This design comes from an exercise in tuning for small area, a short achievable clock period and few clock cycles per item on the open sky130 flow, not from production work.
At most, simulation tests tie the RTL to the original design; equivalence was not proved.
The RTL of run 5 was laid out without a check of its function.
Power figures rest on the tool's default switching activity, not on a simulated workload.

===== flow/flow/run.sh =====
#!/bin/bash
# The standard layout (standard synthesis unchanged), except that the
# port buffers are plain sky130_fd_sc_hd__buf_1 cells rather than the delay
# cells buffer_ports picks by default. Each step's full log is kept under
# orfs/logs/; make's own output goes to make_*.log here.
set -euo pipefail
bash standard.sh synth > make_synth.log 2>&1
bash standard.sh finish "BUFFER_PORTS_ARGS=-buffer_cell sky130_fd_sc_hd__buf_1" > make_finish.log 2>&1

===== flow/standard.sh =====
#!/bin/bash
# synth_recipe.tcl (not shown) runs the flow's synth.tcl, then flattens the netlist and writes it again
# the make line also repeats each setting of config.mk as NAME=value (left out here)
make -C /OpenROAD-flow-scripts/flow DESIGN_CONFIG=/design/flow/config.mk WORK_HOME=/design/flow/orfs CLKGATE_MAP_FILE= SYNTH_SCRIPT=/design/flow/synth_recipe.tcl "${@:-finish}"

===== flow/config.mk =====
export PLATFORM = sky130hd
export DESIGN_NAME = pe_con
export DESIGN_NICKNAME = pe_con
export VERILOG_FILES = /design/flow/design.v
export SDC_FILE = /design/flow/constraint.sdc
export NUM_CORES = 4
export LEC_CHECK = 0
export CAP_MARGIN = 20
export CORE_MARGIN = 2
export CORE_UTILIZATION = 60
export CTS_BUF_LIST = sky130_fd_sc_hd__clkbuf_4 sky130_fd_sc_hd__clkbuf_8
export SETUP_SLACK_MARGIN = 4.6
export SLEW_MARGIN = 20
export SYNTH_HIERARCHICAL = 1
export SYNTH_MINIMUM_KEEP_SIZE = 0

===== flow/constraint.sdc =====
create_clock -name core_clock -period 7.0 [get_ports {aclk}]
set_input_delay 1.4000 -clock core_clock [delete_from_list [all_inputs] [get_ports {aclk}]]
set_output_delay 1.4000 -clock core_clock [all_outputs]
set_load 0.01 [all_outputs]

===== flow/design.v =====
`timescale 1ns / 1ps
module pe_con #(
    parameter SIZE = 16,
    parameter VECTOR_SIZE = 16,
    parameter L_RAM_SIZE = 4
) (
    input start,
    output done,
    input aclk,
    input aresetn,
    output [L_RAM_SIZE:0] rdaddr,
    input [SIZE-1:0] rddata,
    output [SIZE-1:0] wrdata
);
    reg [5:0] cnt;
    reg busy;
    reg done_r;
    reg ph_odd;      
    reg ph_even;     
    reg clr;         
    reg fin;         
    always @(posedge aclk)
        if (!aresetn) begin
            cnt <= 6'd0;
            busy <= 1'b0;
            done_r <= 1'b0;
            ph_odd <= 1'b0;
            ph_even <= 1'b0;
            clr <= 1'b1;
            fin <= 1'b0;
        end else begin
            done_r <= busy && (cnt == 6'd36);
            busy <= start || (busy && !done_r);
            if (busy && !done_r)
                cnt <= cnt + 6'd1;
            else
                cnt <= {5'd0, start};
            ph_odd <= (start || busy) && !cnt[0];
            ph_even <= busy && cnt[0];
            clr <= !busy || (cnt < 6'd3);
            fin <= busy && (cnt == 6'd35);
        end
    assign rdaddr = {cnt[0], cnt[4:1]};
    assign done = done_r;
    reg [SIZE-1:0] w1, w2;
    reg [7:0] w3;
    always @(posedge aclk) begin
        w1 <= rddata;
        w2 <= w1;
        w3 <= w2[7:0];
    end
    wire [SIZE-1:0] g1 = w1 & {SIZE{ph_odd}};
    wire [7:0] g3 = w3 & {8{ph_even}};
    wire pp1 = (w2[0] & g1[0]);
    wire pp2 = (w2[1] & g1[0]) | (g3[0] & w2[1]);
    wire pp3 = (w2[1] & g1[1]) | (g3[0] & w2[2]);
    wire pp4 = (w2[2] & g1[0]);
    wire pp5 = (w2[2] & g1[1]) | (g3[0] & w2[3]);
    wire pp6 = (w2[3] & g1[0]) | (g3[1] & w2[2]);
    wire pp7 = (w2[2] & g1[2]) | (g3[0] & w2[4]);
    wire pp8 = (w2[3] & g1[1]) | (g3[1] & w2[3]);
    wire pp9 = (w2[4] & g1[0]);
    wire pp10 = (w2[3] & g1[2]) | (g3[0] & w2[5]);
    wire pp11 = (w2[4] & g1[1]) | (g3[1] & w2[4]);
    wire pp12 = (w2[5] & g1[0]) | (g3[2] & w2[3]);
    wire pp13 = (w2[3] & g1[3]) | (g3[0] & w2[6]);
    wire pp14 = (w2[4] & g1[2]) | (g3[1] & w2[5]);
    wire pp15 = (w2[5] & g1[1]) | (g3[2] & w2[4]);
    wire pp16 = (w2[6] & g1[0]);
    wire pp17 = (w2[4] & g1[3]) | (g3[0] & w2[7]);
    wire pp18 = (w2[5] & g1[2]) | (g3[1] & w2[6]);
    wire pp19 = (w2[6] & g1[1]) | (g3[2] & w2[5]);
    wire pp20 = (w2[7] & g1[0]) | (g3[3] & w2[4]);
    wire pp21 = (w2[4] & g1[4]) | (g3[0] & w2[8]);
    wire pp22 = (w2[5] & g1[3]) | (g3[1] & w2[7]);
    wire pp23 = (w2[6] & g1[2]) | (g3[2] & w2[6]);
    wire pp24 = (w2[7] & g1[1]) | (g3[3] & w2[5]);
    wire pp25 = (w2[8] & g1[0]);
    wire pp26 = (w2[5] & g1[4]) | (g3[0] & w2[9]);
    wire pp27 = (w2[6] & g1[3]) | (g3[1] & w2[8]);
    wire pp28 = (w2[7] & g1[2]) | (g3[2] & w2[7]);
    wire pp29 = (w2[8] & g1[1]) | (g3[3] & w2[6]);
    wire pp30 = (w2[9] & g1[0]) | (g3[4] & w2[5]);
    wire pp31 = (w2[5] & g1[5]) | (g3[0] & w2[10]);
    wire pp32 = (w2[6] & g1[4]) | (g3[1] & w2[9]);
    wire pp33 = (w2[7] & g1[3]) | (g3[2] & w2[8]);
    wire pp34 = (w2[8] & g1[2]) | (g3[3] & w2[7]);
    wire pp35 = (w2[9] & g1[1]) | (g3[4] & w2[6]);
    wire pp36 = (w2[10] & g1[0]);
    wire pp37 = (w2[6] & g1[5]) | (g3[0] & w2[11]);
    wire pp38 = (w2[7] & g1[4]) | (g3[1] & w2[10]);
    wire pp39 = (w2[8] & g1[3]) | (g3[2] & w2[9]);
    wire pp40 = (w2[9] & g1[2]) | (g3[3] & w2[8]);
    wire pp41 = (w2[10] & g1[1]) | (g3[4] & w2[7]);
    wire pp42 = (w2[11] & g1[0]) | (g3[5] & w2[6]);
    wire pp43 = (w2[6] & g1[6]) | (g3[0] & w2[12]);
    wire pp44 = (w2[7] & g1[5]) | (g3[1] & w2[11]);
    wire pp45 = (w2[8] & g1[4]) | (g3[2] & w2[10]);
    wire pp46 = (w2[9] & g1[3]) | (g3[3] & w2[9]);
    wire pp47 = (w2[10] & g1[2]) | (g3[4] & w2[8]);
    wire pp48 = (w2[11] & g1[1]) | (g3[5] & w2[7]);
    wire pp49 = (w2[12] & g1[0]);
    wire pp50 = (w2[7] & g1[6]) | (g3[0] & w2[13]);
    wire pp51 = (w2[8] & g1[5]) | (g3[1] & w2[12]);
    wire pp52 = (w2[9] & g1[4]) | (g3[2] & w2[11]);
    wire pp53 = (w2[10] & g1[3]) | (g3[3] & w2[10]);
    wire pp54 = (w2[11] & g1[2]) | (g3[4] & w2[9]);
    wire pp55 = (w2[12] & g1[1]) | (g3[5] & w2[8]);
    wire pp56 = (w2[13] & g1[0]) | (g3[6] & w2[7]);
    wire pp57 = (w2[7] & g1[7]) | (g3[0] & w2[14]);
    wire pp58 = (w2[8] & g1[6]) | (g3[1] & w2[13]);
    wire pp59 = (w2[9] & g1[5]) | (g3[2] & w2[12]);
    wire pp60 = (w2[10] & g1[4]) | (g3[3] & w2[11]);
    wire pp61 = (w2[11] & g1[3]) | (g3[4] & w2[10]);
    wire pp62 = (w2[12] & g1[2]) | (g3[5] & w2[9]);
    wire pp63 = (w2[13] & g1[1]) | (g3[6] & w2[8]);
    wire pp64 = (w2[14] & g1[0]);
    wire pp65 = (w2[8] & g1[7]) | (g3[0] & w2[15]);
    wire pp66 = (w2[9] & g1[6]) | (g3[1] & w2[14]);
    wire pp67 = (w2[10] & g1[5]) | (g3[2] & w2[13]);
    wire pp68 = (w2[11] & g1[4]) | (g3[3] & w2[12]);
    wire pp69 = (w2[12] & g1[3]) | (g3[4] & w2[11]);
    wire pp70 = (w2[13] & g1[2]) | (g3[5] & w2[10]);
    wire pp71 = (w2[14] & g1[1]) | (g3[6] & w2[9]);
    wire pp72 = (w2[15] & g1[0]) | (g3[7] & w2[8]);
    wire s73, c74;
    pe_ha u_s73 (.a(pp3), .b(pp4), .s(s73), .co(c74));
    wire s75, c76;
    pe_fa u_s75 (.a(pp5), .b(pp6), .c(c74), .s(s75), .co(c76));
    wire s77, c78;
    pe_fa u_s77 (.a(pp7), .b(pp8), .c(pp9), .s(s77), .co(c78));
    wire s79, c80;
    pe_ha u_s79 (.a(s77), .b(c76), .s(s79), .co(c80));
    wire s81, c82;
    pe_fa u_s81 (.a(pp10), .b(pp11), .c(pp12), .s(s81), .co(c82));
    wire s83, c84;
    pe_fa u_s83 (.a(c78), .b(s81), .c(c80), .s(s83), .co(c84));
    wire s85, c86;
    pe_fa u_s85 (.a(pp13), .b(pp14), .c(pp15), .s(s85), .co(c86));
    wire s87, c88;
    pe_fa u_s87 (.a(pp16), .b(c82), .c(s85), .s(s87), .co(c88));
    wire s89, c90;
    pe_fa u_s89 (.a(pp17), .b(pp18), .c(pp19), .s(s89), .co(c90));
    wire s91, c92;
    pe_fa u_s91 (.a(pp20), .b(c86), .c(s89), .s(s91), .co(c92));
    wire s93, c94;
    pe_ha u_s93 (.a(c88), .b(s91), .s(s93), .co(c94));
    wire s95, c96;
    pe_fa u_s95 (.a(pp21), .b(pp22), .c(pp23), .s(s95), .co(c96));
    wire s97, c98;
    pe_fa u_s97 (.a(pp24), .b(pp25), .c(c90), .s(s97), .co(c98));
    wire s99, c100;
    pe_fa u_s99 (.a(s95), .b(c92), .c(s97), .s(s99), .co(c100));
    wire s101, c102;
    pe_fa u_s101 (.a(pp26), .b(pp27), .c(pp28), .s(s101), .co(c102));
    wire s103, c104;
    pe_fa u_s103 (.a(pp29), .b(pp30), .c(c96), .s(s103), .co(c104));
    wire s105, c106;
    pe_fa u_s105 (.a(s101), .b(c98), .c(s103), .s(s105), .co(c106));
    wire s107, c108;
    pe_fa u_s107 (.a(pp31), .b(pp32), .c(pp33), .s(s107), .co(c108));
    wire s109, c110;
    pe_fa u_s109 (.a(pp34), .b(pp35), .c(pp36), .s(s109), .co(c110));
    wire s111, c112;
    pe_fa u_s111 (.a(c102), .b(s107), .c(s109), .s(s111), .co(c112));
    wire s113, c114;
    pe_fa u_s113 (.a(pp37), .b(pp38), .c(pp39), .s(s113), .co(c114));
    wire s115, c116;
    pe_fa u_s115 (.a(pp40), .b(pp41), .c(pp42), .s(s115), .co(c116));
    wire s117, c118;
    pe_fa u_s117 (.a(c108), .b(c110), .c(s113), .s(s117), .co(c118));
    wire s119, c120;
    pe_fa u_s119 (.a(s115), .b(c112), .c(s117), .s(s119), .co(c120));
    wire s121, c122;
    pe_fa u_s121 (.a(pp43), .b(pp44), .c(pp45), .s(s121), .co(c122));
    wire s123, c124;
    pe_fa u_s123 (.a(pp46), .b(pp47), .c(pp48), .s(s123), .co(c124));
    wire s125, c126;
    pe_fa u_s125 (.a(pp49), .b(c114), .c(c116), .s(s125), .co(c126));
    wire s127, c128;
    pe_fa u_s127 (.a(s121), .b(s123), .c(c118), .s(s127), .co(c128));
    wire s129, c130;
    pe_fa u_s129 (.a(pp50), .b(pp51), .c(pp52), .s(s129), .co(c130));
    wire s131, c132;
    pe_fa u_s131 (.a(pp53), .b(pp54), .c(pp55), .s(s131), .co(c132));
    wire s133, c134;
    pe_fa u_s133 (.a(pp56), .b(c122), .c(c124), .s(s133), .co(c134));
    wire s135, c136;
    pe_fa u_s135 (.a(s129), .b(s131), .c(c126), .s(s135), .co(c136));
    wire s137, c138;
    pe_fa u_s137 (.a(pp57), .b(pp58), .c(pp59), .s(s137), .co(c138));
    wire s139, c140;
    pe_fa u_s139 (.a(pp60), .b(pp61), .c(pp62), .s(s139), .co(c140));
    wire s141, c142;
    pe_fa u_s141 (.a(pp63), .b(pp64), .c(c130), .s(s141), .co(c142));
    wire s143, c144;
    pe_fa u_s143 (.a(c132), .b(s137), .c(s139), .s(s143), .co(c144));
    wire s145, c146;
    pe_fa u_s145 (.a(c134), .b(s141), .c(s143), .s(s145), .co(c146));
    wire s147, c148;
    pe_fa u_s147 (.a(pp65), .b(pp66), .c(pp67), .s(s147), .co(c148));
    wire s149, c150;
    pe_fa u_s149 (.a(pp68), .b(pp69), .c(pp70), .s(s149), .co(c150));
    wire s151, c152;
    pe_fa u_s151 (.a(pp71), .b(pp72), .c(c138), .s(s151), .co(c152));
    wire s153, c154;
    pe_fa u_s153 (.a(c140), .b(s147), .c(s149), .s(s153), .co(c154));
    wire s155, c156;
    pe_fa u_s155 (.a(c142), .b(c144), .c(s151), .s(s155), .co(c156));
    reg [SIZE-1:0] q0;
    reg [SIZE-1:0] q1;
    reg [SIZE-1:0] q2;
    always @(posedge aclk) begin
        q0 <= {s153, c136, s133, s125, s119, c104, c100, c94, s93, s87, s83, s79, s75, s73, pp2, pp1};
        q1 <= {c146, s145, c128, c120, 1'b0, s111, s105, s99, 1'b0, c84, 1'b0, 1'b0, 1'b0, 1'b0, 1'b0, 1'b0};
        q2 <= {s155, 1'b0, s135, s127, 1'b0, c106, 1'b0, 1'b0, 1'b0, 1'b0, 1'b0, 1'b0, 1'b0, 1'b0, 1'b0, 1'b0};
    end
    reg [SIZE-1:0] acc_s, acc_c;
    wire s219, c220;
    pe_ha u_s219 (.a(q0[0]), .b(acc_s[0]), .s(s219), .co(c220));
    wire s221, c222;
    pe_fa u_s221 (.a(q0[1]), .b(acc_s[1]), .c(acc_c[1]), .s(s221), .co(c222));
    wire s223, c224;
    pe_fa u_s223 (.a(q0[2]), .b(acc_s[2]), .c(acc_c[2]), .s(s223), .co(c224));
    wire s225, c226;
    pe_fa u_s225 (.a(q0[3]), .b(acc_s[3]), .c(acc_c[3]), .s(s225), .co(c226));
    wire s227, c228;
    pe_fa u_s227 (.a(q0[4]), .b(acc_s[4]), .c(acc_c[4]), .s(s227), .co(c228));
    wire s229, c230;
    pe_fa u_s229 (.a(q0[5]), .b(acc_s[5]), .c(acc_c[5]), .s(s229), .co(c230));
    wire s231, c232;
    pe_fa u_s231 (.a(q0[6]), .b(q1[6]), .c(acc_s[6]), .s(s231), .co(c232));
    wire s233, c234;
    pe_ha u_s233 (.a(c230), .b(s231), .s(s233), .co(c234));
    wire s235, c236;
    pe_fa u_s235 (.a(q0[7]), .b(acc_s[7]), .c(c232), .s(s235), .co(c236));
    wire s237, c238;
    pe_ha u_s237 (.a(c234), .b(s235), .s(s237), .co(c238));
    wire s239, c240;
    pe_fa u_s239 (.a(q0[8]), .b(q1[8]), .c(acc_s[8]), .s(s239), .co(c240));
    wire s241, c242;
    pe_fa u_s241 (.a(acc_c[8]), .b(s239), .c(c236), .s(s241), .co(c242));
    wire s243, c244;
    pe_fa u_s243 (.a(q0[9]), .b(q1[9]), .c(acc_s[9]), .s(s243), .co(c244));
    wire s245, c246;
    pe_fa u_s245 (.a(acc_c[9]), .b(c240), .c(s243), .s(s245), .co(c246));
    wire s247, c248;
    pe_fa u_s247 (.a(q0[10]), .b(q1[10]), .c(q2[10]), .s(s247), .co(c248));
    wire s249, c250;
    pe_fa u_s249 (.a(acc_s[10]), .b(c244), .c(s247), .s(s249), .co(c250));
    wire s251, c252;
    pe_ha u_s251 (.a(c246), .b(s249), .s(s251), .co(c252));
    wire s253, c254;
    pe_fa u_s253 (.a(q0[11]), .b(acc_s[11]), .c(acc_c[11]), .s(s253), .co(c254));
    wire s255, c256;
    pe_fa u_s255 (.a(c248), .b(s253), .c(c250), .s(s255), .co(c256));
    wire s257, c258;
    pe_fa u_s257 (.a(q0[12]), .b(q1[12]), .c(q2[12]), .s(s257), .co(c258));
    wire s259, c260;
    pe_fa u_s259 (.a(acc_s[12]), .b(c254), .c(s257), .s(s259), .co(c260));
    wire s261, c262;
    pe_ha u_s261 (.a(s259), .b(c256), .s(s261), .co(c262));
    wire s263, c264;
    pe_fa u_s263 (.a(q0[13]), .b(q1[13]), .c(q2[13]), .s(s263), .co(c264));
    wire s265, c266;
    pe_fa u_s265 (.a(acc_s[13]), .b(acc_c[13]), .c(c258), .s(s265), .co(c266));
    wire s267, c268;
    pe_fa u_s267 (.a(s263), .b(c260), .c(s265), .s(s267), .co(c268));
    wire s269, c270;
    pe_fa u_s269 (.a(q0[14]), .b(q1[14]), .c(acc_s[14]), .s(s269), .co(c270));
    wire s271, c272;
    pe_fa u_s271 (.a(c264), .b(s269), .c(c266), .s(s271), .co(c272));
    wire s273, c274;
    pe_ha u_s273 (.a(c268), .b(s271), .s(s273), .co(c274));
    wire s275, c276;
    pe_fa u_s275 (.a(q0[15]), .b(q1[15]), .c(q2[15]), .s(s275), .co(c276));
    wire s277, c278;
    pe_fa u_s277 (.a(acc_s[15]), .b(acc_c[15]), .c(c270), .s(s277), .co(c278));
    wire s279, c280;
    pe_fa u_s279 (.a(s275), .b(s277), .c(c272), .s(s279), .co(c280));
    always @(posedge aclk)
        if (clr)
            acc_s <= {SIZE{1'b0}};
        else if (fin)
            acc_s <= acc_s + acc_c;    
        else
            acc_s <= {c274, s273, c262, s261, c252, s251, c242, c238, s237, s233, c228, c226, c224, c222, c220, s219};
    always @(posedge aclk)
        if (clr)
            acc_c <= {SIZE{1'b0}};
        else
            acc_c <= {s279, 1'b0, s267, 1'b0, s255, 1'b0, s245, s241, 1'b0, 1'b0, s229, s227, s225, s223, s221, 1'b0};
    assign wrdata = acc_s;
endmodule
module pe_fa (
    input a,
    input b,
    input c,
    output s,
    output co
);
    assign {co, s} = a + b + c;
endmodule
module pe_ha (
    input a,
    input b,
    output s,
    output co
);
    assign {co, s} = a + b;
endmodule

==> results.yml, run 1 <==
global_route:
  grt_pass1_vias: 3769
  grt_max_degree: 30
  grt.overflow.total: 0
  grt_pass1_wl_um: 18400
  antenna_found_initial: 0
  grt_usage_pct: 23.5
synth:
  synth_cell_types: 48
  synth_nets: 564
  ys_ff_latch: 106
  yosys.area.top_type: "dfxtp_1"
  ys_warn_count: 7
  synthCells: 460
  synth_edf_count: 0
  synth_area_leaders: "dfxtp_1 39%, fa_1 24%, a22o_1 6.8%"
  synth-async-reset-ratio_pct: 0
  ys_seq_area_share_pct: 39.0
  synth_top_area_share_pct: 39.0
  avgSynthCellArea_sq_um: 11.8
  syn_area_sq_um: 5450
  synth_flop_cell: "dfxtp_1"
power_and_ir_drop:
  p_leak_nw: 2.54
  max-vdd-ir-drop_uv: 180
  power.density_nw_per_um2: 200
setup_path:
  cpMostUsedCell: "fa_1"
  rr_worst_depth: 5
  cp-start-kind: "flop"
  path_cells: "and2_4 -> a22o_1 -> fa_1 -> fa_1 -> fa_1"
  critPathKind: "reg -> reg"
  cp.required_ns: 7.26
  worst_r2r_startpoint: "ph_even"
  cpPeakStageDelay_ns: 0.55
  arrival_ns: 2.63
  cp_slowest_cell: "fa_1"
  endpoint_kind: "flop"
  path_buf_inv: 0
  crit_family: "adder cells"
  worst-path-max-fanout: 14
  r2r_setup_slack_ns: 4.63
  reg2reg_to: "q0[11]"
cts:
  root_buffer: "clkbuf_8"
  cts_tree: "yes"
  hold_buffers: 0
  cts_buffers: 9
  clk_pin_slew_ns: 0.12
  h-tree-depth: 3
  clk_latency_ns: 0.37
  cts.path.max_buffers: 2
  cts.sink_count: 106
placement:
  place_hpwl_um: 7660
  dp_slack_ns: 4.12
  place_congestion: 0.927
  io_buffers: 40
detailed_routing:
  drtIter0Drc: 195
  wirelength_um: 10400
  route.detailed.drc: 0
  dr.pass1.iters: 5
  viasPerCell: 5.99
  wl_per_cell_um: 17.5
  vias: 3568
  ant_nets: 0
timing:
  finalClockSkew_ns: 0.0190
  min_period_over_period_pct: 33.9
  hold_viol: 0
  setup_ws_ns: 4.63
  fmax_mhz: 421
  rsz0062_at_grt: "yes"
  finalCriticalPeriod_ns: 2.37
  slew_violations: 0
  slew_headroom_pct: 58.1
  worstMarginPinSlew_ns: 0.622
  setup_violations: 0
  finalSetupTns_ns: 0
finish:
  final_common_cell: "dfxtp_1"
  final_cell_mix: "84 x dfxtp_1, 56 x fa_1, 42 x a22o_1"
  num-nets-final: 587
  diodes: 0
  drive_gt1_share_pct: 14.5
  utilization_pct: 67.9
  syn2layout_area_growth_pct: 9.23
job:
  drv_cap: 0
die:
  fp.dieArea_sq_um: 9860
  die_y_um: 99.3
  num_rows: 34
  die_w_um: 99.3
  initial_utilization_pct: 62.2
  core_area_sq_um: 8760
  ioPinCount: 41
hold_path:
  hold_path_end: "w2[12]"
  hold_depth: 0
  worstHoldPathType: "reg -> reg"
  min-delay-start: "w1[12]"
status:
  status: "complete, no violations"
## registers in the layout, summed over array words and instances (netlist names), 4 cells and up
register,cells
q0,16
w3,8
acc_c,10
w1,16
acc_s,16
cnt,6
q1,8
q2,4
w2,16
## per-stage QoR
| stage | total power, mW | cell area, sq um | instances | hold WS [ns] |
|---|---|---|---|---|
| 3_5_place_dp | 0.819 | 5600 | 574 | 0.312 |
| 6_report | 1.19 | 5950 | 596 | 0.328 |
| 4_1_cts | 1.21 | 5880 | 593 | 0.333 |
| 5_1_grt | 1.26 | 5950 | 596 | 0.331 |
| 2_1_floorplan | 0.782 | 5510 | 460 | 0.310 |
| 3_3_place_gp | 0.808 | 5600 | 574 | 0.310 |
## per-module statistics from Yosys, one instance, submodules excluded
module | copies in the design | flip-flops and latches | cells | area [sq um]
pe_ha | 9 | 0 | 1 | 12.5
pe_fa | 64 | 0 | 1 | 20.0
pe_con | 1 | 106 | 387 | 4050
## kinds of logic (layout without fill, tap and decap cells)
kind of cell / Yosys count / in the layout / synth area share (%)
AOI/OAI and AO/OA: 113 / 113 / 17.1
xor gates and xnor gates: 9 / 9 / 1.45
adders and majority gates: 85 / 85 / 28.5
buffers and inverters: 49 / 77 / 3.72
DFF: 106 / 106 / 39.0
muxes: 6 / 6 / 1.10
and+or+nand+nor: 92 / 92 / 9.19
## synth_stat cells, types with 10 or more instances
cell type and count:
a22o_1 42, a32o_1 15, and2_1 13, and3_1 14, clkbuf_1 28, dfxtp_1 106, fa_1 65, ha_1 20
inv_1 12, nor2_1 25, nor2b_1 11, o21ai_0 10
## worst max-delay path by stage
stage / startpoint / endpoint / cells past startpoint
after floorplan: ph_odd / q1[14] / 7
after global placement: ph_odd / q1[14] / 5
after detailed placement: ph_odd / q0[11] / 5
after CTS: cnt[4] / rdaddr[3] / 1
after global routing: ph_odd / q1[14] / 5
final: ph_even / q0[11] / 5
## repair_timing
action / CTS / global route
pin swaps: 1 / 5
resized for setup: 30 / 27
setup endpoints to repair: 27 / 24
buffers inserted: 3 / 3
## per-layer routing
| metal | track usage, % | part of all wire [%] | vias up |
|---|---|---|---|
| met3 | 4.78 | 5.3 | 23 |
| met2 | 38.6 | 49 | 136 |
| met4 | 8.22 | 1.7 | 0 |
| met5 | 0 | 0 | - |
| li1 | - | - | 1678 |
| met1 | 31.3 | 44 | 1731 |
## area by class of cell
| type | instances | area (sq um) |
|---|---|---|
| Multi-Input combinational cell | 305 | 3180 |
| Fill cell | 680 | 2810 |
| Sequential cell | 106 | 2160 |
| Timing Repair Buffer | 48 | 209 |
| Tap cell | 108 | 135 |
| Clock buffer | 9 | 124 |
| Clock inverter | 7 | 91.3 |
| Inverter | 13 | 48.8 |
## report_power, final
group | internal [mW] | switching (mW)
clock | 0.147 | 0.238
sequential | 0.640 | 0.0334
combinational | 0.0676 | 0.0670
Testbench counts, summed over its fixed seeds: cycles 7,296, items 192.
==> inputs of run 2 (changes only) <==
--- a/flow/config.mk
+++ b/flow/config.mk
@@ -9,3 +9,3 @@
 export CORE_MARGIN = 2
-export CORE_UTILIZATION = 60
+export CORE_UTILIZATION = 40
 export CTS_BUF_LIST = sky130_fd_sc_hd__clkbuf_4 sky130_fd_sc_hd__clkbuf_8
==> results.yml, run 2 <==
power_and_ir_drop:
  power_frac_comb_pct: 11.5
  switching_power_mw: 0.317
  max-vdd-ir-drop_uv: 179
  power.density_nw_per_um2: 194
  swShare_pct: 27.3
  seq_power_share_pct: 58.0
  p_leak_nw: 2.53
  clockPowerShare_pct: 30.5
  p_int_mw: 0.845
detailed_routing:
  wirelength_um: 10900
  drtIter0Drc: 249
  vias: 3574
  ant_nets: 0
  wl_per_cell_um: 16.5
  route.detailed.drc: 0
  dr.pass1.iters: 5
  viasPerCell: 5.39
placement:
  place_congestion: 0.893
  dp_slack_ns: 4.11
  placed_cells: 641
  place_hpwl_um: 8070
  io_buffers: 40
synth:
  ys_ff_latch: 106
  synthSimpleGateAreaFrac_pct: 9.19
  syn_area_sq_um: 5450
  synth_mux_area_share_pct: 1.10
  yosys-top-cells-count: "106 x dfxtp_1, 65 x fa_1, 42 x a22o_1, 28 x clkbuf_1, 25 x nor2_1"
  synth_top_family_by_area: "adder cells"
  synth_flop_cell: "dfxtp_1"
  ys_warn_count: 7
  synthCells: 460
  synth_edf_count: 0
  synth-adder-area-share_pct: 28.5
  synth-async-reset-ratio_pct: 0
  yosys.area.top_type: "dfxtp_1"
  synth-xor-area-share_pct: 1.45
  avgSynthCellArea_sq_um: 11.8
  synth_most_common_cell: "dfxtp_1"
  synth_area_leaders: "dfxtp_1 39%, fa_1 24%, a22o_1 6.8%"
  synth_compound_area_share_pct: 17.1
  ys_seq_area_share_pct: 39.0
  synth_top_area_share_pct: 39.0
  synth_nets: 564
  synth_cell_types: 48
cts:
  clk_pin_slew_ns: 0.10
  cts_buffers: 9
  cts.path.max_buffers: 2
  cts_tree: "yes"
  hold_buffers: 0
  cts.sink_count: 106
  clk_latency_ns: 0.38
  root_buffer: "clkbuf_8"
  h-tree-depth: 3
timing:
  finalCriticalPeriod_ns: 2.37
  hold_viol: 0
  fmax_mhz: 421
  finalSetupTns_ns: 0
  min_period_over_period_pct: 33.9
  slew_headroom_pct: 63.6
  setup_ws_ns: 4.63
  rsz0062_at_grt: "yes"
  worstMarginPinSlew_ns: 0.541
  slew_violations: 0
  setup_violations: 0
  finalClockSkew_ns: 0.00893
setup_path:
  cpMostUsedCell: "fa_1"
  cpPeakStageDelay_ns: 0.53
  cp-start-kind: "flop"
  arrival_ns: 2.64
  worst-path-max-fanout: 13
  path_cells: "and2_4 -> a32o_1 -> fa_1 -> fa_1 -> fa_1"
  endpoint_kind: "flop"
  cp.required_ns: 7.26
  cp_slowest_cell: "fa_1"
  critPathKind: "reg -> reg"
finish:
  drive_gt1_share_pct: 14.8
  final_common_cell: "dfxtp_1"
  multiInputGateArea_sq_um: 3160
  fillCellCount: 1267
  diodes: 0
  final_cells: 663
  regArea_sq_um: 2170
  final_cell_mix: "81 x dfxtp_1, 58 x fa_1, 42 x a22o_1"
  syn2layout_area_growth_pct: 9.85
  num-nets-final: 586
die:
  die_y_um: 121
  initial_utilization_pct: 41.0
  fp.dieArea_sq_um: 14600
  ioPinCount: 41
  num_rows: 42
  die_w_um: 121
  core_area_sq_um: 13300
global_route:
  grt.overflow.total: 0
  grt_max_degree: 30
  antenna_found_initial: 0
  grt_pass1_wl_um: 18500
  grt_pass1_vias: 3649
  grt_usage_pct: 16.2
job:
  drv_cap: 0
status:
  status: "complete, no violations"
hold_path:
  worstHoldPathType: "reg -> reg"
## run 2: cell count changes in the layout (fill, tap and decap cells not counted), moves of 2 or more
cell        previous run  this run
clkinv_8               3         0
fa_2                   9         7
clkinvlp_4             0         2
clkbuf_2               1         4
inv_8                  3         1
buf_1                 39        36
inv_6                  0         2
fa_1                  56        58
dfxtp_2               16        20
dfxtp_1               84        81
## run 2: per-stage QoR
step                      hold slack [ns]  total power, mW  area, sq um  util [%]
after global routing                0.343             1.23         5980      45.0
after CTS                           0.333             1.18         5910      44.5
after floorplan                     0.310            0.782         5510         -
final                               0.330             1.16         5980      45.0
after global placement              0.310            0.811         5680      42.7
after detailed placement            0.314            0.818         5680      42.7
## run 2: Yosys stat by module (local to each module, per instance)
module / copies in the design / cell area (sq um) / flops+latches
pe_fa: 64 / 20.0 / 0
pe_ha: 9 / 12.5 / 0
pe_con: 1 / 4050 / 106
## run 2: cell families (layout without fill, tap and decap cells)
family | count (synthesis) | in the layout
fa+ha+maj | 85 | 85
mux | 6 | 6
buf+inv | 49 | 76
flops | 106 | 106
xor+xnor | 9 | 9
simple gates | 92 | 92
compound gates | 113 | 113
## run 2: path summary, 6_finish.rpt
path / from / end / slack (ns) / cells past startpoint
max: ph_even / q1[14] / 4.63 / 5
min: w1[8] / w2[8] / 0.33 / 0
max reg2reg: ph_even / q1[14] / 4.63 / 5
min reg2reg: w1[8] / w2[8] / 0.33 / 0
## run 2: worst max-delay path, delay by kind of cell (launching register included)
kind                     cells  cell delay, ns
AO/OA/AOI/OAI                1            0.23
adder cells (fa/ha/maj)      3            1.45
flip-flops                   1            0.38
AND/OR/NAND/NOR              1            0.19
## run 2: area by class of cell
type / count / area share, %
sequential: 106 / 36.2
clock buffer: 10 / 2.20
clock inverter: 6 / 0.815
multi-input combinational: 305 / 52.9
tap: 176 / 3.68
inverter: 13 / 0.815
timing repair buffer: 47 / 3.43
## run 2: power groups by stage
| stage | logic [mW] | clock network (mW) | registers [mW] |
|---|---|---|---|
| after detailed placement | 0.128 | 0 | 0.690 |
| final | 0.134 | 0.355 | 0.674 |
| after global placement | 0.121 | 0 | 0.690 |
| after floorplan | 0.109 | 0 | 0.673 |
| after global routing | 0.156 | 0.396 | 0.679 |
| after CTS | 0.132 | 0.370 | 0.675 |
## run 2: repair_timing
item	in CTS	in global routing
resized for setup	33	24
pin swaps	0	2
setup endpoints to repair	31	26
setup buffers	1	5
## run 2: metal layers
layer	GRT usage [%]	part of all wire, %	vias up
li1	-	-	1677
met2	25.6	46	107
met5	0	0	-
met4	6.40	2.3	0
met3	3.54	4.3	22
met1	21.8	47	1768
==> inputs of run 3 (changes only) <==
--- a/flow/config.mk
+++ b/flow/config.mk
@@ -10,3 +10,5 @@
 export CORE_UTILIZATION = 40
-export CTS_BUF_LIST = sky130_fd_sc_hd__clkbuf_4 sky130_fd_sc_hd__clkbuf_8
+export CTS_BUF_LIST = sky130_fd_sc_hd__clkbuf_16
+export CTS_CLUSTER_DIAMETER = 500
+export CTS_CLUSTER_SIZE = 100
 export SETUP_SLACK_MARGIN = 4.6
==> results.yml, run 3 <==
status:
  status: "complete, no violations"
power_and_ir_drop:
  p_leak_nw: 2.56
  power.density_nw_per_um2: 211
  max-vdd-ir-drop_uv: 148
synth:
  synth-async-reset-ratio_pct: 0
  synth_top_area_share_pct: 39.0
  ys_seq_area_share_pct: 39.0
  ys_warn_count: 7
  synth_cell_types: 48
  ys_ff_latch: 106
  synth_area_leaders: "dfxtp_1 39%, fa_1 24%, a22o_1 6.8%"
  syn_area_sq_um: 5450
  yosys.area.top_type: "dfxtp_1"
  synth_most_common_cell: "dfxtp_1"
  synth_nets: 564
  yosys-top-cells-count: "106 x dfxtp_1, 65 x fa_1, 42 x a22o_1, 28 x clkbuf_1, 25 x nor2_1"
  avgSynthCellArea_sq_um: 11.8
  synthCells: 460
  synth_flop_cell: "dfxtp_1"
  synth_edf_count: 0
global_route:
  grt_pass1_vias: 3672
  grt_pass1_wl_um: 18400
  busiest_layer: "met2"
  grt.overflow.total: 0
  antenna_found_initial: 0
  grt_util_met3_pct: 4.34
  grtUsageMet2_pct: 24.7
  grt_max_degree: 30
  grt_usage_pct: 16.2
  use_met1_pct: 21.6
finish:
  drive_gt1_share_pct: 12.7
  utilization_pct: 45.7
  final_cell_mix: "89 x dfxtp_1, 56 x fa_1, 42 x a22o_1"
  diodes: 0
  final_common_cell: "dfxtp_1"
  fillCellCount: 1253
  syn2layout_area_growth_pct: 11.6
  num-nets-final: 587
timing:
  finalSetupTns_ns: 0
  slew_headroom_pct: 64.7
  finalClockSkew_ns: 0.00565
  rsz0062_at_grt: "yes"
  hold_viol: 0
  hold_slack_ns: 0.327
  setup_ws_ns: 4.58
  worstMarginPinSlew_ns: 0.530
  fmax_mhz: 412
  setup_violations: 0
  finalCriticalPeriod_ns: 2.42
  slew_violations: 0
  min_period_over_period_pct: 34.6
die:
  ioPinCount: 41
  die_w_um: 121
  num_rows: 42
  core_area_sq_um: 13300
  initial_utilization_pct: 41.0
  die_y_um: 121
  fp.dieArea_sq_um: 14600
cts:
  cts.sink_count: 106
  hold_buffers: 0
  cts_tree: "yes"
  clk_latency_ns: 0.35
  cts.path.max_buffers: 2
  h-tree-depth: 3
  cts_buffers: 9
  root_buffer: "clkbuf_16"
  clk_pin_slew_ns: 0.07
setup_path:
  worst-path-max-fanout: 8
  cpPeakStageDelay_ns: 0.53
  arrival_ns: 2.65
  cp.required_ns: 7.23
  path_cells: "and2_4 -> buf_6 -> a32o_1 -> fa_2 -> fa_1 -> fa_1"
  reg2reg_to: "q1[14]"
  cp-start-kind: "flop"
  cp_slowest_cell: "fa_2"
  cpMostUsedCell: "fa_1"
  worst_r2r_startpoint: "ph_even"
  r2r_setup_slack_ns: 4.58
  rr_worst_depth: 6
  endpoint_kind: "flop"
  critPathKind: "reg -> reg"
hold_path:
  hold_depth: 0
  min-delay-start: "w1[15]"
  hold_path_end: "w2[15]"
  worstHoldPathType: "reg -> reg"
placement:
  dp_slack_ns: 4.11
  place_congestion: 0.893
  place_hpwl_um: 8070
  io_buffers: 40
detailed_routing:
  ant_nets: 0
  wl_per_cell_um: 16.5
  viasPerCell: 5.39
  vias: 3579
  drtIter0Drc: 270
  route.detailed.drc: 0
  dr.pass1.iters: 5
  wirelength_um: 10900
job:
  drv_cap: 0
run 3: changes by cell type in the layout (fill, tap and decap cells not counted), sizes merged:
cell,previous run,this run
buf,43,48
clkbuf,14,9
inv,15,16
run 3: where the power goes:
part	internal (mW)	leakage [nW]	switching (mW)
Combinational	0.0665	1.55	0.0665
Clock	0.244	0.136	0.231
Sequential	0.641	0.882	0.0338
Total	0.952	2.56	0.331
run 3: kinds of logic after synthesis:
group / Yosys count / share of synthesized area, %
AO/OA/AOI/OAI: 113 / 17.1
flip-flops: 106 / 39.0
AND/OR/NAND/NOR: 92 / 9.19
adder cells (fa/ha/maj): 85 / 28.5
buffers and inverters: 49 / 3.72
XOR/XNOR: 9 / 1.45
multiplexers: 6 / 1.10
run 3: layout make-up:
class                      count  area [sq um]  area share [%]
inverter                      13          48.8           0.803
tap                          176           220            3.62
clock buffer                   9           225            3.70
sequential                   106          2150            35.4
timing repair buffer          48           211            3.48
multi-input combinational    305          3170            52.2
clock inverter                 7          52.6           0.864
run 3: through the flow:
stage | cell area (sq um) | power (mW) | cells
after floorplan | 5510 | 0.782 | 460
after global placement | 5680 | 0.811 | 641
after detailed placement | 5680 | 0.818 | 641
after CTS | 6000 | 1.30 | 658
after global routing | 6080 | 1.36 | 664
final | 6080 | 1.28 | 664
run 3: metal layers:
metal / up-vias / share of wire [%]
li1: 1682 / -
met5: - / 0
met1: 1765 / 47
met4: 0 / 2.9
met2: 110 / 46
met3: 22 / 4.7
run 3: worst max path at each step:
stage | from | endpoint | cells after the start | slack [ns]
2_1_floorplan | ph_odd | q1[14] | 7 | 4.55
3_3_place_gp | ph_odd | q1[14] | 5 | 4.22
3_5_place_dp | ph_odd | q1[14] | 5 | 4.11
4_1_cts | w2[7] | q1[14] | 4 | 4.56
5_1_grt | ph_even | q1[14] | 6 | 4.53
6_report | ph_even | q1[14] | 6 | 4.58
run 3: worst max-delay path: cells and delay by family (launching register included):
kind / cells / cell delay, ns
adders and majority gates: 3 / 1.39
DFF: 1 / 0.37
AOI/OAI and AO/OA: 1 / 0.21
and+or+nand+nor: 1 / 0.19
buffers and inverters: 1 / 0.14
run 3: Yosys stat by module, one instance, submodules excluded:
module	flops+latches	times used	cells
pe_fa	0	64	1
pe_ha	0	9	1
pe_con	106	1	387
run 3: timing repair:
action | CTS | global route
resized for setup | 27 | 22
pin swaps | 1 | 5
setup buffers | 1 | 6
endpoints found under the hold margin | 0 | 0
setup endpoints to repair | 25 | 18
==> inputs of run 4 (changes only) <==
--- a/flow/design.v
+++ b/flow/design.v
@@ -18,4 +18,3 @@
     reg ph_odd;      
-    reg ph_even;     
-    reg clr;         
+    reg run;         
     reg fin;         
@@ -27,4 +26,3 @@
             ph_odd <= 1'b0;
-            ph_even <= 1'b0;
-            clr <= 1'b1;
+            run <= 1'b0;
             fin <= 1'b0;
@@ -38,4 +36,3 @@
             ph_odd <= (start || busy) && !cnt[0];
-            ph_even <= busy && cnt[0];
-            clr <= !busy || (cnt < 6'd3);
+            run <= busy && (cnt >= 6'd3) && (cnt < 6'd35);
             fin <= busy && (cnt == 6'd35);
@@ -49,6 +46,6 @@
         w2 <= w1;
-        w3 <= w2[7:0];
+        w3 <= w2[7:0] & {8{ph_odd}};
     end
     wire [SIZE-1:0] g1 = w1 & {SIZE{ph_odd}};
-    wire [7:0] g3 = w3 & {8{ph_even}};
+    wire [7:0] g3 = w3;
     wire pp1 = (w2[0] & g1[0]);
@@ -280,14 +277,9 @@
     pe_fa u_s279 (.a(s275), .b(s277), .c(c272), .s(s279), .co(c280));
-    always @(posedge aclk)
-        if (clr)
-            acc_s <= {SIZE{1'b0}};
-        else if (fin)
-            acc_s <= acc_s + acc_c;    
-        else
-            acc_s <= {c274, s273, c262, s261, c252, s251, c242, c238, s237, s233, c228, c226, c224, c222, c220, s219};
-    always @(posedge aclk)
-        if (clr)
-            acc_c <= {SIZE{1'b0}};
-        else
-            acc_c <= {s279, 1'b0, s267, 1'b0, s255, 1'b0, s245, s241, 1'b0, 1'b0, s229, s227, s225, s223, s221, 1'b0};
+    wire [SIZE-1:0] nxt_s = {c274, s273, c262, s261, c252, s251, c242, c238, s237, s233, c228, c226, c224, c222, c220, s219};
+    wire [SIZE-1:0] nxt_c = {s279, 1'b0, s267, 1'b0, s255, 1'b0, s245, s241, 1'b0, 1'b0, s229, s227, s225, s223, s221, 1'b0};
+    wire [SIZE-1:0] sum = acc_s + acc_c;    
+    always @(posedge aclk) begin
+        acc_s <= ({SIZE{run}} & nxt_s) | ({SIZE{fin}} & sum);
+        acc_c <= {SIZE{run}} & nxt_c;
+    end
     assign wrdata = acc_s;
--- a/flow/config.mk
+++ b/flow/config.mk
@@ -10,5 +10,3 @@
 export CORE_UTILIZATION = 40
-export CTS_BUF_LIST = sky130_fd_sc_hd__clkbuf_16
-export CTS_CLUSTER_DIAMETER = 500
-export CTS_CLUSTER_SIZE = 100
+export CTS_BUF_LIST = sky130_fd_sc_hd__clkbuf_4 sky130_fd_sc_hd__clkbuf_8
 export SETUP_SLACK_MARGIN = 4.6
==> results.yml, run 4 <==
status:
  status: "complete, no violations"
global_route:
  grt_max_degree: 27
  antenna_found_initial: 0
  grt_pass1_wl_um: 16900
  grt_pass1_vias: 3333
  grt_usage_pct: 15.2
  grt.overflow.total: 0
setup_path:
  arrival_ns: 2.63
  startpoint: "ph_odd"
  cp.required_ns: 7.26
  endpoint_kind: "flop"
  worst-path-max-fanout: 15
  worst_r2r_startpoint: "ph_odd"
  critPathKind: "reg -> reg"
  cp-start-kind: "flop"
power_and_ir_drop:
  power.total_mw: 1.26
  power.density_nw_per_um2: 217
  max-vdd-ir-drop_uv: 129
  p_leak_nw: 2.55
cts:
  cts.sink_count: 105
  root_buffer: "clkbuf_8"
  hold_buffers: 0
  cts_buffers: 9
  clk_latency_ns: 0.38
  clk_pin_slew_ns: 0.09
  cts_tree: "yes"
  h-tree-depth: 3
  cts.path.max_buffers: 2
timing:
  hold_viol: 0
  setup_violations: 0
  worstMarginPinSlew_ns: 0.886
  slew_headroom_pct: 40.9
  min_period_over_period_pct: 33.9
  rsz0062_at_grt: "yes"
  finalSetupTns_ns: 0
  finalCriticalPeriod_ns: 2.37
  slew_violations: 0
  fmax_mhz: 422
  finalClockSkew_ns: 0.00995
synth:
  syn_area_sq_um: 5270
  synth-async-reset-ratio_pct: 0
  synth_flop_cell: "dfxtp_1"
  avgSynthCellArea_sq_um: 12.5
  synthCells: 421
  synth_edf_count: 0
  synth_area_leaders: "dfxtp_1 40%, fa_1 25%, a22o_1 10%"
  synth_nets: 525
  synth_top_area_share_pct: 39.9
  yosys-top-cells-count: "105 x dfxtp_1, 65 x fa_1, 63 x a22o_1, 23 x and2_1, 20 x ha_1"
  ys_seq_area_share_pct: 39.9
  yosys.area.top_type: "dfxtp_1"
  ys_warn_count: 7
  ys_ff_latch: 105
  synth_most_common_cell: "dfxtp_1"
  synth_cell_types: 45
die:
  die_y_um: 119
  fp.dieArea_sq_um: 14100
  initial_utilization_pct: 41.4
  die_w_um: 119
  ioPinCount: 41
  num_rows: 41
  core_area_sq_um: 12700
detailed_routing:
  wl_per_cell_um: 16.2
  viasPerCell: 5.15
  vias: 3204
  dr.pass1.iters: 4
  drtIter0Drc: 277
  route.detailed.drc: 0
  wirelength_um: 10100
  ant_nets: 0
finish:
  num-nets-final: 549
  final_cell_mix: "80 x dfxtp_1, 64 x fa_1, 63 x a22o_1"
  drive_gt1_share_pct: 15.1
  syn2layout_area_growth_pct: 10.3
  final_common_cell: "dfxtp_1"
  diodes: 0
hold_path:
  min-delay-start: "w1[9]"
  worstHoldPathType: "reg -> reg"
placement:
  place_congestion: 0.839
  io_buffers: 40
  place_hpwl_um: 7260
job:
  drv_cap: 0
-- run 4: cell types whose count changed after synthesis, sizes merged, moves of 6 or more --
cell and change:
a22o +20, and2 +11, a32o -7, nor2 -15, clkbuf -9, a21oi -6
nor2b -10, inv -9, xnor2 +6
-- run 4: where the power goes --
| part | leakage [nW] | internal, mW | switching (mW) |
|---|---|---|---|
| Sequential | 0.879 | 0.646 | 0.0444 |
| Combinational | 1.56 | 0.0915 | 0.0911 |
| Clock | 0.109 | 0.184 | 0.201 |
| Total | 2.55 | 0.921 | 0.336 |
-- run 4: worst max-delay path, cell delays in order, from the launching register on --
cell and delay [ns]:
dfxtp_4 0.40, buf_4 0.15, a32o_1 0.23, fa_1 0.51, fa_1 0.55, fa_1 0.41
-- run 4: repair_timing --
item / 4_1_cts / 5_1_grt
pin swaps: 1 / 2
cloned: 0 / 1
setup endpoints to repair: 35 / 22
resized for setup: 33 / 19
setup buffers: 2 / 1
-- run 4: per-module statistics from Yosys (local to each module, per instance) --
module / times used / cells inside / area, sq um / flip-flops and latches
pe_con: 1 / 348 / 3870 / 105
pe_fa: 64 / 1 / 20.0 / 0
pe_ha: 9 / 1 / 12.5 / 0
-- run 4: kinds of logic (layout without fill, tap and decap cells) --
logic type,after synthesis,count (layout),share of synthesized area [%]
buf+inv,34,62,2.95
flops,105,105,39.9
mux,1,1,0.190
simple gates,74,75,7.87
xor+xnor,16,16,2.66
fa+ha+maj,85,85,29.5
compound gates,106,106,16.9
-- run 4: path summary, 6_finish.rpt --
check	end	slack [ns]	depth (start not counted)
worst min-delay path	w2[9]	0.33	0
worst max register to register	q1[14]	4.63	5
worst max-delay path	q1[14]	4.63	5
worst min register to register	w2[9]	0.33	0
-- run 4: layer usage --
metal / up-vias / wire (um) / part of all wire [%] / track usage (%)
met5: - / 0 / 0 / 0
met4: 0 / 255 / 2.5 / 7.22
met3: 18 / 356 / 3.5 / 3.23
met2: 70 / 4530 / 45 / 23.1
met1: 1582 / 4910 / 49 / 20.8
li1: 1534 / - / - / -
-- run 4: layout make-up --
cell class / count / area [sq um]
clock buffer: 11 / 151
clock inverter: 5 / 53.8
fill: 1205 / 6920
inverter: 3 / 11.3
multi-input combinational: 283 / 3040
sequential: 105 / 2150
tap: 172 / 215
timing repair buffer: 43 / 180
-- run 4: metrics by stage --
| stage | setup WS, ns | std cells | hold WS (ns) | util (%) | cell area (sq um) |
|---|---|---|---|---|---|
| 6_report | 4.63 | 622 | 0.332 | 45.6 | 5810 |
| 5_1_grt | 4.56 | 622 | 0.338 | 45.6 | 5810 |
| 4_1_cts | 4.60 | 620 | 0.334 | 45.2 | 5760 |
| 3_5_place_dp | 3.84 | 602 | 0.312 | 43.1 | 5490 |
| 3_3_place_gp | 3.96 | 602 | 0.310 | 43.1 | 5490 |
| 2_1_floorplan | 4.59 | 421 | 0.310 | - | 5270 |
Testbench counts of run 4, summed over its fixed seeds: cycles 7,296, items 192.
==> inputs of run 5 (changes only) <==
--- a/flow/design.v
+++ b/flow/design.v
@@ -279,3 +279,57 @@
     wire [SIZE-1:0] nxt_c = {s279, 1'b0, s267, 1'b0, s255, 1'b0, s245, s241, 1'b0, 1'b0, s229, s227, s225, s223, s221, 1'b0};
-    wire [SIZE-1:0] sum = acc_s + acc_c;    
+    wire cx1 = (acc_s[1] & acc_c[1]);
+    wire cx2 = (acc_s[1] ^ acc_c[1]);
+    wire cx3 = (acc_s[2] & acc_c[2]);
+    wire cx4 = (acc_s[2] ^ acc_c[2]);
+    wire cx5 = (acc_s[3] & acc_c[3]);
+    wire cx6 = (acc_s[3] ^ acc_c[3]);
+    wire cx7 = (acc_s[4] & acc_c[4]);
+    wire cx8 = (acc_s[4] ^ acc_c[4]);
+    wire cx9 = (acc_s[5] & acc_c[5]);
+    wire cx10 = (acc_s[5] ^ acc_c[5]);
+    wire cx11 = (acc_s[8] & acc_c[8]);
+    wire cx12 = (acc_s[8] ^ acc_c[8]);
+    wire cx13 = (acc_s[9] & acc_c[9]);
+    wire cx14 = (acc_s[9] ^ acc_c[9]);
+    wire cx15 = (acc_s[11] & acc_c[11]);
+    wire cx16 = (acc_s[11] ^ acc_c[11]);
+    wire cx17 = (acc_s[13] & acc_c[13]);
+    wire cx18 = (acc_s[13] ^ acc_c[13]);
+    wire cx19 = (acc_s[15] & acc_c[15]);
+    wire cx20 = (acc_s[15] ^ acc_c[15]);
+    wire cx21 = cx2 & acc_s[0];
+    wire cx22 = cx5 | (cx6 & cx3);
+    wire cx23 = cx6 & cx4;
+    wire cx24 = cx9 | (cx10 & cx7);
+    wire cx25 = cx10 & cx8;
+    wire cx26 = cx13 | (cx14 & cx11);
+    wire cx27 = cx14 & cx12;
+    wire cx28 = cx16 & acc_s[10];
+    wire cx29 = cx18 & acc_s[12];
+    wire cx30 = cx20 & acc_s[14];
+    wire cx31 = cx22 | (cx23 & cx1);
+    wire cx32 = cx23 & cx21;
+    wire cx33 = cx15 | (cx28 & cx26);
+    wire cx34 = cx28 & cx27;
+    wire cx35 = cx19 | (cx30 & cx17);
+    wire cx36 = cx30 & cx29;
+    wire cx37 = cx35 | (cx36 & cx33);
+    wire cx38 = cx36 & cx34;
+    wire cx39 = cx37 | (cx38 & acc_s[7] & acc_s[6] & cx24 | (acc_s[7] & acc_s[6] & cx25 & cx31));
+    wire cx40 = cx38 & acc_s[7] & acc_s[6] & cx25 & cx32;
+    wire cx41 = cx33 | (cx34 & acc_s[7] & acc_s[6] & cx24 | (acc_s[7] & acc_s[6] & cx25 & cx31));
+    wire cx42 = cx34 & acc_s[7] & acc_s[6] & cx25 & cx32;
+    wire cx43 = cx24 | (cx25 & cx31);
+    wire cx44 = cx25 & cx32;
+    wire cx45 = cx26 | (cx27 & acc_s[7] & acc_s[6] & cx24 | (acc_s[7] & acc_s[6] & cx25 & cx31));
+    wire cx46 = cx27 & acc_s[7] & acc_s[6] & cx25 & cx32;
+    wire cx47 = cx17 | (cx29 & cx41);
+    wire cx48 = cx29 & cx42;
+    wire cx49 = cx3 | (cx4 & cx1);
+    wire cx50 = cx4 & cx21;
+    wire cx51 = cx7 | (cx8 & cx31);
+    wire cx52 = cx8 & cx32;
+    wire cx53 = cx11 | (cx12 & acc_s[7] & acc_s[6] & cx24 | (acc_s[7] & acc_s[6] & cx25 & cx31));
+    wire cx54 = cx12 & acc_s[7] & acc_s[6] & cx25 & cx32;
+    wire [SIZE-1:0] sum = {cx20 ^ acc_s[14] & cx47, acc_s[14] ^ cx47, cx18 ^ acc_s[12] & cx41, acc_s[12] ^ cx41, cx16 ^ acc_s[10] & cx45, acc_s[10] ^ cx45, cx14 ^ cx53, cx12 ^ acc_s[7] & acc_s[6] & cx24 | (acc_s[7] & acc_s[6] & cx25 & cx31), acc_s[7] ^ acc_s[6] & cx43, acc_s[6] ^ cx43, cx10 ^ cx51, cx8 ^ cx31, cx6 ^ cx49, cx4 ^ cx1, cx2, acc_s[0]};
     always @(posedge aclk) begin
==> results.yml, run 5 <==
setup_path:
  worst-path-max-fanout: 3
  rr_worst_depth: 9
  critPathKind: "reg -> out"
  cp.required_ns: 5.60
  cp.depth: 1
  path_buf_inv: 1
  crit_family: "flip-flops"
  cp-start-kind: "flop"
  cpPeakStageDelay_ns: 0.41
  arrival_ns: 0.95
  path_cells: "buf_1"
  cp_slowest_cell: "dfxtp_1"
  endpoint_kind: "primary output"
detailed_routing:
  dr.pass1.iters: 4
  wl_per_cell_um: 15.3
  route.detailed.drc: 0
  drtIter0Drc: 252
  ant_nets: 0
  wirelength_um: 9500
  vias: 3118
  viasPerCell: 5.03
die:
  initial_utilization_pct: 41.1
  die_w_um: 118
  fp.dieArea_sq_um: 13900
  core_area_sq_um: 12600
  ioPinCount: 41
  num_rows: 41
  die_y_um: 118
hold_path:
  worstHoldPathType: "reg -> reg"
  hold_depth: 0
power_and_ir_drop:
  p_int_mw: 0.925
  power.density_nw_per_um2: 216
  p_leak_nw: 2.50
  clockPowerShare_pct: 30.3
  switching_power_mw: 0.324
  seq_power_share_pct: 55.2
  power_frac_comb_pct: 14.5
  max-vdd-ir-drop_uv: 158
  swShare_pct: 25.9
global_route:
  grtUsageMet2_pct: 21.6
  grt_util_met3_pct: 2.86
  grt.overflow.total: 0
  busiest_layer: "met2"
  grt_pass1_vias: 3185
  grt_pass1_wl_um: 16100
  grt_usage_pct: 14.8
  use_met1_pct: 20.6
  grt_max_degree: 29
  antenna_found_initial: 0
synth:
  synth_most_common_cell: "dfxtp_1"
  ys_seq_area_share_pct: 40.6
  yosys.area.top_type: "dfxtp_1"
  yosys-top-cells-count: "105 x dfxtp_1, 66 x fa_1, 56 x a22o_1, 24 x ha_1, 22 x and2_1"
  synth_area_leaders: "dfxtp_1 41%, fa_1 26%, a22o_1 9.5%"
  ys_ff_latch: 105
  synth_edf_count: 0
  ys_warn_count: 7
  synth_cell_types: 40
  synth_top_area_share_pct: 40.6
  synth-async-reset-ratio_pct: 0
  avgSynthCellArea_sq_um: 12.4
  synth_flop_cell: "dfxtp_1"
  synth_nets: 526
  syn_area_sq_um: 5180
  synthCells: 417
timing:
  setup_violations: 0
  finalClockSkew_ns: 0.0113
  finalCriticalPeriod_ns: 2.35
  fmax_mhz: 425
  min_period_over_period_pct: 33.6
  worstMarginPinSlew_ns: 0.423
  slew_headroom_pct: 71.8
  setup_ws_ns: 4.65
  slew_violations: 0
  rsz0062_at_grt: "yes"
  finalSetupTns_ns: 0
  hold_viol: 0
finish:
  drive_gt1_share_pct: 15.6
  num-nets-final: 552
  syn2layout_area_growth_pct: 11.5
  final_common_cell: "dfxtp_1"
  final_cell_mix: "78 x dfxtp_1, 65 x fa_1, 56 x a22o_1"
  diodes: 0
  utilization_pct: 45.8
placement:
  place_hpwl_um: 6910
  place_congestion: 0.841
  dp_slack_ns: 3.89
  io_buffers: 40
cts:
  h-tree-depth: 3
  cts_tree: "yes"
  clk_pin_slew_ns: 0.09
  hold_buffers: 0
  clk_latency_ns: 0.37
  cts.sink_count: 105
  cts_buffers: 9
  cts.path.max_buffers: 2
  root_buffer: "clkbuf_8"
status:
  status: "complete, no violations"
job:
  drv_cap: 0
[run 5: changes by cell type after synthesis, moves of 4 or more]
cell / change
xnor2_1: -5
o21ai_0: +4
inv_1: +6
a22o_1: -7
ha_1: +4
a31oi_1: -4
[run 5: timing repair]
action | in CTS | in global routing
setup endpoints to repair | 32 | 20
pin swaps | 3 | 3
buffers inserted | 2 | 3
gates resized for setup | 30 | 24
[run 5: per-module statistics from Yosys (local to each module, per instance)]
module | area (sq um) | times used | flip-flops and latches
pe_con | 3790 | 1 | 105
pe_ha | 12.5 | 9 | 0
pe_fa | 20.0 | 64 | 0
[run 5: kinds of logic (layout without fill, tap and decap cells)]
family          Yosys count  in the layout  share of synthesized area, %
xor+xnor                 12             12                          2.03
compound gates           97             97                          15.3
fa+ha+maj                90             90                          31.3
buf+inv                  40             71                          3.28
mux                       1              1                         0.193
flops                   105            105                          40.6
simple gates             72             72                          7.34
[run 5: path summary, 6_finish.rpt]
| path | from | end | slack (ns) |
|---|---|---|---|
| max | acc_s[15] | wrdata[15] | 4.65 |
| min | w1[9] | w2[9] | 0.33 |
| max reg2reg | acc_s[2] | acc_s[15] | 4.67 |
| min reg2reg | w1[9] | w2[9] | 0.33 |
[run 5: metrics by stage]
stage,instances,hold WS [ns],instance area (sq um),power [mW]
detailed placement,599,0.312,5420,0.886
global placement,599,0.310,5420,0.874
CTS,617,0.331,5700,1.27
finish,620,0.331,5780,1.25
global route,620,0.336,5780,1.34
floorplan,417,0.310,5190,0.835
[run 5: cell type report]
type | instances | area, sq um
timing repair buffer | 46 | 199
clock inverter | 3 | 40.0
multi-input combinational | 272 | 2980
fill | 1196 | 6840
tap | 172 | 215
clock buffer | 13 | 160
sequential | 105 | 2150
inverter | 9 | 33.8
[run 5: power groups by stage]
stage / combinational, mW / clock [mW] / sequential (mW)
final: 0.181 / 0.378 / 0.690
after global routing: 0.216 / 0.423 / 0.698
after CTS: 0.181 / 0.395 / 0.692
after detailed placement: 0.178 / 0 / 0.708
after global placement: 0.166 / 0 / 0.707
after floorplan: 0.148 / 0 / 0.687
[run 5: per-layer routing]
layer | wire (um) | vias to the layer above
met3 | 404 | 10
met2 | 4330 | 78
met1 | 4600 | 1539
li1 | - | 1491
met5 | 0 | -
met4 | 174 | 0

afterwards: timing with drivers on the ports:
In the flow no input, the clock included, has a driving cell. The finished layouts below were timed again as built, in two steps.
Step 1 sets driving cells, clkbuf_16 on the clock port and buf_2 on the other inputs (assumed; they add their load-dependent delay and slew).
Step 2 moves the port delays by t, midway between the first and last clock arrival at a register: inputs arrive t later, outputs are due t later. That takes back most of the time a late clock gives input paths.
Three values: ideal, step 1, step 2; two values: the first two.
run | t (ns) | slack for setup (ns) | latest minus earliest clock arrival (ns) | worst register clock-pin slew, ns
run 1 | 0.397 | 4.626 / 4.616 / 4.626 | 0.019 / 0.019 | 0.12 / 0.12
run 2 | 0.405 | 4.627 / 4.598 / 4.627 | 0.009 / 0.009 | 0.10 / 0.10
run 3 | 0.383 | 4.575 / 4.575 / 4.575 | 0.007 / 0.006 | 0.07 / 0.07
run 4 | 0.407 | 4.628 / 4.625 / 4.628 | 0.011 / 0.011 | 0.10 / 0.10
run 5 | 0.402 | 4.646 / 4.609 / 4.672 | 0.011 / 0.011 | 0.10 / 0.10
After both steps setup and hold are still met in every run listed.
